Context: an optimization exercise on an open-source flow, tuned for small area and a short achievable clock period. The choices shown serve that exercise and are no tape-out recipe.
The RTL was checked by simulation tests, not by an equivalence proof against the original design.
No activity file was given, so power comes from the tool's default toggle rates.

Design fir_filter, start of the top module:
module fir_filter (
    input  logic        clk,
    input  logic        reset,
    input  logic [15:0] data_in,
    output logic [15:0] data_out
);
logic [15:0] x[8:0];
logic [16:0] p1, p2, p3, p4;
logic [8:0] p0lo;
logic [7:0] x9h;
wire [7:0] p0 = p0lo[7:0];
logic [112:0] s0;
logic [44:0] s1;
wire pa1_g0_0 = x[0][0] & x[7][0];
wire pa1_p0 = x[0][0] ^ x[7][0];
wire pa1_g1_0 = x[0][1] & x[7][1];
wire pa1_p1 = x[0][1] ^ x[7][1];
wire pa1_g2_0 = x[0][2] & x[7][2];
wire pa1_p2 = x[0][2] ^ x[7][2];
wire pa1_g3_0 = x[0][3] & x[7][3];
wire pa1_p3 = x[0][3] ^ x[7][3];
wire pa1_g4_0 = x[0][4] & x[7][4];
wire pa1_p4 = x[0][4] ^ x[7][4];
wire pa1_g5_0 = x[0][5] & x[7][5];
wire pa1_p5 = x[0][5] ^ x[7][5];
wire pa1_g6_0 = x[0][6] & x[7][6];
wire pa1_p6 = x[0][6] ^ x[7][6];
wire pa1_g7_0 = x[0][7] & x[7][7];
wire pa1_p7 = x[0][7] ^ x[7][7];
wire pa1_g8_0 = x[0][8] & x[7][8];
wire pa1_p8 = x[0][8] ^ x[7][8];
wire pa1_g9_0 = x[0][9] & x[7][9];
wire pa1_p9 = x[0][9] ^ x[7][9];
wire pa1_g10_0 = x[0][10] & x[7][10];
wire pa1_p10 = x[0][10] ^ x[7][10];
wire pa1_g11_0 = x[0][11] & x[7][11];
wire pa1_p11 = x[0][11] ^ x[7][11];
wire pa1_g12_0 = x[0][12] & x[7][12];
wire pa1_p12 = x[0][12] ^ x[7][12];
wire pa1_g13_0 = x[0][13] & x[7][13];
wire pa1_p13 = x[0][13] ^ x[7][13];
wire pa1_g14_0 = x[0][14] & x[7][14];
wire pa1_p14 = x[0][14] ^ x[7][14];
wire pa1_g15_0 = x[0][15] & x[7][15];
wire pa1_p15 = x[0][15] ^ x[7][15];
wire pa1_G1 = pa1_g1_0 | (pa1_p1 & pa1_g0_0);
wire pa1_P1 = pa1_p1 & pa1_p0;
wire pa1_G2 = pa1_g3_0 | (pa1_p3 & pa1_g2_0);
wire pa1_P2 = pa1_p3 & pa1_p2;
wire pa1_G3 = pa1_g5_0 | (pa1_p5 & pa1_g4_0);
wire pa1_P3 = pa1_p5 & pa1_p4;
wire pa1_G4 = pa1_g7_0 | (pa1_p7 & pa1_g6_0);
wire pa1_P4 = pa1_p7 & pa1_p6;
wire pa1_G5 = pa1_g9_0 | (pa1_p9 & pa1_g8_0);
wire pa1_P5 = pa1_p9 & pa1_p8;
wire pa1_G6 = pa1_g11_0 | (pa1_p11 & pa1_g10_0);
wire pa1_P6 = pa1_p11 & pa1_p10;
  ...
clock: 7.0 ns
lec_check: 0
cap_margin: 20
core_margin: 2
core_utilization: 60
cts_cluster_diameter: 120
cts_cluster_size: 30
place_density: 0.7
setup_slack_margin: 4.3
slew_margin: 20
standard.sh (not shown) runs the stock make flow with config.mk's settings and CLKGATE_MAP_FILE= SYNTH_SCRIPT=/design/flow/synth_recipe.tcl, a recipe that flattens the netlist after the stock synthesis.
==> flow/flow/run.sh <==
#!/bin/bash
# Own layout flow: the standard ORFS flow (standard.sh), with two changes:
#  - synthesis skips the fine-grained 'abc -fast' pre-mapping (see below), and after it
#    has written the netlist, flow/fixinv.py removes the inverters Yosys leaves around full adders
#    (a full adder is self-dual, so complementing all its pins keeps its function);
#    registers are not touched;
#  - extra ORFS settings exported from flow/env.sh (port buffer cell etc.).
# Each tool's output goes to a log file in this folder (ORFS keeps its own per-step
# logs under orfs/logs).
set -euo pipefail
HERE=$(pwd)
# The standard flow's synthesis script, with Yosys's fine-grained 'abc -fast' pre-mapping skipped
# (-noabc), so the explicit full adders of the RTL reach extract_fa as written; the
# final ABC mapping of synth.tcl still runs. Registers are mapped exactly as before.
sed '1s/yosys synth -nofsm -noshare/yosys synth -nofsm -noshare -noabc/' synth_recipe.tcl > my_synth.tcl
grep -q -- '-noabc' my_synth.tcl
cat >> my_synth.tcl <<EOS
exec python3 $HERE/flow/fixinv.py \$::env(RESULTS_DIR)/1_2_yosys.v \$::env(RESULTS_DIR)/1_2_yosys.v 2> $HERE/fixinv.log
EOS
sed "s#SYNTH_SCRIPT=[^ ]*#SYNTH_SCRIPT=$HERE/my_synth.tcl#" standard.sh > my_standard.sh
if [[ -f flow/env.sh ]]; then source flow/env.sh; fi
bash my_standard.sh > flow_make.log 2>&1
Other scripts of this flow, unchanged in this note and not shown: flow/flow/env.sh, flow/flow/fixinv.py
Rerun with:
--- a/flow/design.v
+++ b/flow/design.v
@@ -1,22 +1,23 @@
 module fir_filter (
     input  logic        clk,
     input  logic        reset,
     input  logic [15:0] data_in,
     output logic [15:0] data_out
 );
 logic [15:0] x[8:0];
 logic [16:0] p1, p2, p3, p4;
 logic [8:0] p0lo;
 logic [7:0] x9h;
-wire [7:0] p0 = p0lo[7:0];
+wire [8:0] p0hi;
+wire [16:0] p0 = {p0hi, p0lo[7:0]};
 logic [112:0] s0;
 logic [44:0] s1;
 wire pa1_g0_0 = x[0][0] & x[7][0];
 wire pa1_p0 = x[0][0] ^ x[7][0];
 wire pa1_g1_0 = x[0][1] & x[7][1];
 wire pa1_p1 = x[0][1] ^ x[7][1];
 wire pa1_g2_0 = x[0][2] & x[7][2];
 wire pa1_p2 = x[0][2] ^ x[7][2];
 wire pa1_g3_0 = x[0][3] & x[7][3];
 wire pa1_p3 = x[0][3] ^ x[7][3];
 wire pa1_g4_0 = x[0][4] & x[7][4];
@@ -499,22 +500,75 @@
 wire pa0_P11 = pa0_P7 & pa0_P6;
 wire pa0_G12 = pa0_G8 | (pa0_P8 & pa0_G6);
 wire pa0_P12 = pa0_P8 & pa0_P6;
 wire pa0_s1 = pa0_p1 ^ pa0_g0_0;
 wire pa0_s2 = pa0_p2 ^ pa0_G1;
 wire pa0_s3 = pa0_p3 ^ pa0_G5;
 wire pa0_s4 = pa0_p4 ^ pa0_G6;
 wire pa0_s5 = pa0_p5 ^ pa0_G9;
 wire pa0_s6 = pa0_p6 ^ pa0_G10;
 wire pa0_s7 = pa0_p7 ^ pa0_G11;
 wire [8:0] p0lo_d = {pa0_G12, pa0_s7, pa0_s6, pa0_s5, pa0_s4, pa0_s3, pa0_s2, pa0_s1, pa0_p0};
+wire pb0_g0_0 = x[0][8] & x9h[0];
+wire pb0_p0 = x[0][8] ^ x9h[0];
+wire pb0_g1_0 = x[0][9] & x9h[1];
+wire pb0_p1 = x[0][9] ^ x9h[1];
+wire pb0_g2_0 = x[0][10] & x9h[2];
+wire pb0_p2 = x[0][10] ^ x9h[2];
+wire pb0_g3_0 = x[0][11] & x9h[3];
+wire pb0_p3 = x[0][11] ^ x9h[3];
+wire pb0_g4_0 = x[0][12] & x9h[4];
+wire pb0_p4 = x[0][12] ^ x9h[4];
+wire pb0_g5_0 = x[0][13] & x9h[5];
+wire pb0_p5 = x[0][13] ^ x9h[5];
+wire pb0_g6_0 = x[0][14] & x9h[6];
+wire pb0_p6 = x[0][14] ^ x9h[6];
+wire pb0_g7_0 = x[0][15] & x9h[7];
+wire pb0_p7 = x[0][15] ^ x9h[7];
+wire pb0_g0_c = pb0_g0_0 | (pb0_p0 & p0lo[8]);
+wire pb0_G1 = pb0_g7_0 | (pb0_p7 & pb0_g6_0);
+wire pb0_P1 = pb0_p7 & pb0_p6;
+wire pb0_G2 = pb0_g6_0 | (pb0_p6 & pb0_g5_0);
+wire pb0_P2 = pb0_p6 & pb0_p5;
+wire pb0_G3 = pb0_g5_0 | (pb0_p5 & pb0_g4_0);
+wire pb0_P3 = pb0_p5 & pb0_p4;
+wire pb0_G4 = pb0_g4_0 | (pb0_p4 & pb0_g3_0);
+wire pb0_P4 = pb0_p4 & pb0_p3;
+wire pb0_G5 = pb0_g3_0 | (pb0_p3 & pb0_g2_0);
+wire pb0_P5 = pb0_p3 & pb0_p2;
+wire pb0_G6 = pb0_g2_0 | (pb0_p2 & pb0_g1_0);
+wire pb0_P6 = pb0_p2 & pb0_p1;
+wire pb0_G7 = pb0_g1_0 | (pb0_p1 & pb0_g0_c);
+wire pb0_G8 = pb0_G1 | (pb0_P1 & pb0_G3);
+wire pb0_P8 = pb0_P1 & pb0_P3;
+wire pb0_G9 = pb0_G2 | (pb0_P2 & pb0_G4);
+wire pb0_P9 = pb0_P2 & pb0_P4;
+wire pb0_G10 = pb0_G3 | (pb0_P3 & pb0_G5);
+wire pb0_P10 = pb0_P3 & pb0_P5;
+wire pb0_G11 = pb0_G4 | (pb0_P4 & pb0_G6);
+wire pb0_P11 = pb0_P4 & pb0_P6;
+wire pb0_G12 = pb0_G5 | (pb0_P5 & pb0_G7);
+wire pb0_G13 = pb0_G6 | (pb0_P6 & pb0_g0_c);
+wire pb0_G14 = pb0_G8 | (pb0_P8 & pb0_G12);
+wire pb0_G15 = pb0_G9 | (pb0_P9 & pb0_G13);
+wire pb0_G16 = pb0_G10 | (pb0_P10 & pb0_G7);
+wire pb0_G17 = pb0_G11 | (pb0_P11 & pb0_g0_c);
+wire pb0_s0 = pb0_p0 ^ p0lo[8];
+wire pb0_s1 = pb0_p1 ^ pb0_g0_c;
+wire pb0_s2 = pb0_p2 ^ pb0_G7;
+wire pb0_s3 = pb0_p3 ^ pb0_G13;
+wire pb0_s4 = pb0_p4 ^ pb0_G12;
+wire pb0_s5 = pb0_p5 ^ pb0_G17;
+wire pb0_s6 = pb0_p6 ^ pb0_G16;
+wire pb0_s7 = pb0_p7 ^ pb0_G15;
+assign p0hi = {pb0_G14, pb0_s7, pb0_s6, pb0_s5, pb0_s4, pb0_s3, pb0_s2, pb0_s1, pb0_s0};
 wire w1 = 1'b1 ^ p0[0] ^ p2[0];
 wire w2 = (1'b1 & p0[0]) | (1'b1 & p2[0]) | (p0[0] & p2[0]);
 wire w3 = p4[0] ^ ~p1[0] ^ w1;
 wire w4 = (p4[0] & ~p1[0]) | (p4[0] & w1) | (~p1[0] & w1);
 wire w5 = 1'b1 ^ p0[1] ^ p2[1];
 wire w6 = (1'b1 & p0[1]) | (1'b1 & p2[1]) | (p0[1] & p2[1]);
 wire w7 = p4[1] ^ ~p1[1] ^ ~p3[0];
 wire w8 = (p4[1] & ~p1[1]) | (p4[1] & ~p3[0]) | (~p1[1] & ~p3[0]);
 wire w9 = w2 ^ w5 ^ w7;
 wire w10 = (w2 & w5) | (w2 & w7) | (w5 & w7);
 wire w11 = w4 ^ w9;
=> Die area went down by 0.76%. Non-clock buffer count went up by 26. Global-route usage went down by 1.1 points. Area after synthesis went down by 0.77%. Clock power barely changes. Total power went down by about 3.2%. Via count went down by 2.1%. Setup slack is worse by 0.028 ns.

-- afterwards: timing with drivers on the ports --
In the flow no input, the clock included, has a driving cell. The finished layouts below were timed again as built, in two steps. Step 1 (the two cells are an assumption about what drives the block):
set clk [get_ports {clk}]
set_driving_cell -lib_cell sky130_fd_sc_hd__clkbuf_16 $clk
set_driving_cell -lib_cell sky130_fd_sc_hd__buf_2 [delete_from_list [all_inputs] $clk]
Step 2 times the ports against the registers' clock, not the clock port: input delays grow and output delays shrink by t, the midpoint of the rising clock arrivals with the driver on. a / b / c = ideal / step 1 / step 2; a / b = the first two.
| run | t, ns | slack for setup (ns) | hold WS [ns] | worst register clock-pin slew, ns | pins driven straight from the clock port |
|---|---|---|---|---|---|
| the first run | 0.580 | 4.291 / 4.291 / 3.813 | 0.345 / 0.345 / 0.345 | 0.12 / 0.12 | 1 |
| the second run | 0.572 | 4.263 / 4.263 / 3.829 | 0.339 / 0.339 / 0.339 | 0.11 / 0.11 | 1 |
After both steps every run listed still meets setup and hold. For the first run, which loses most, drivers alone change the setup slack by 0.000 ns; drivers and shift together by -0.478 ns.
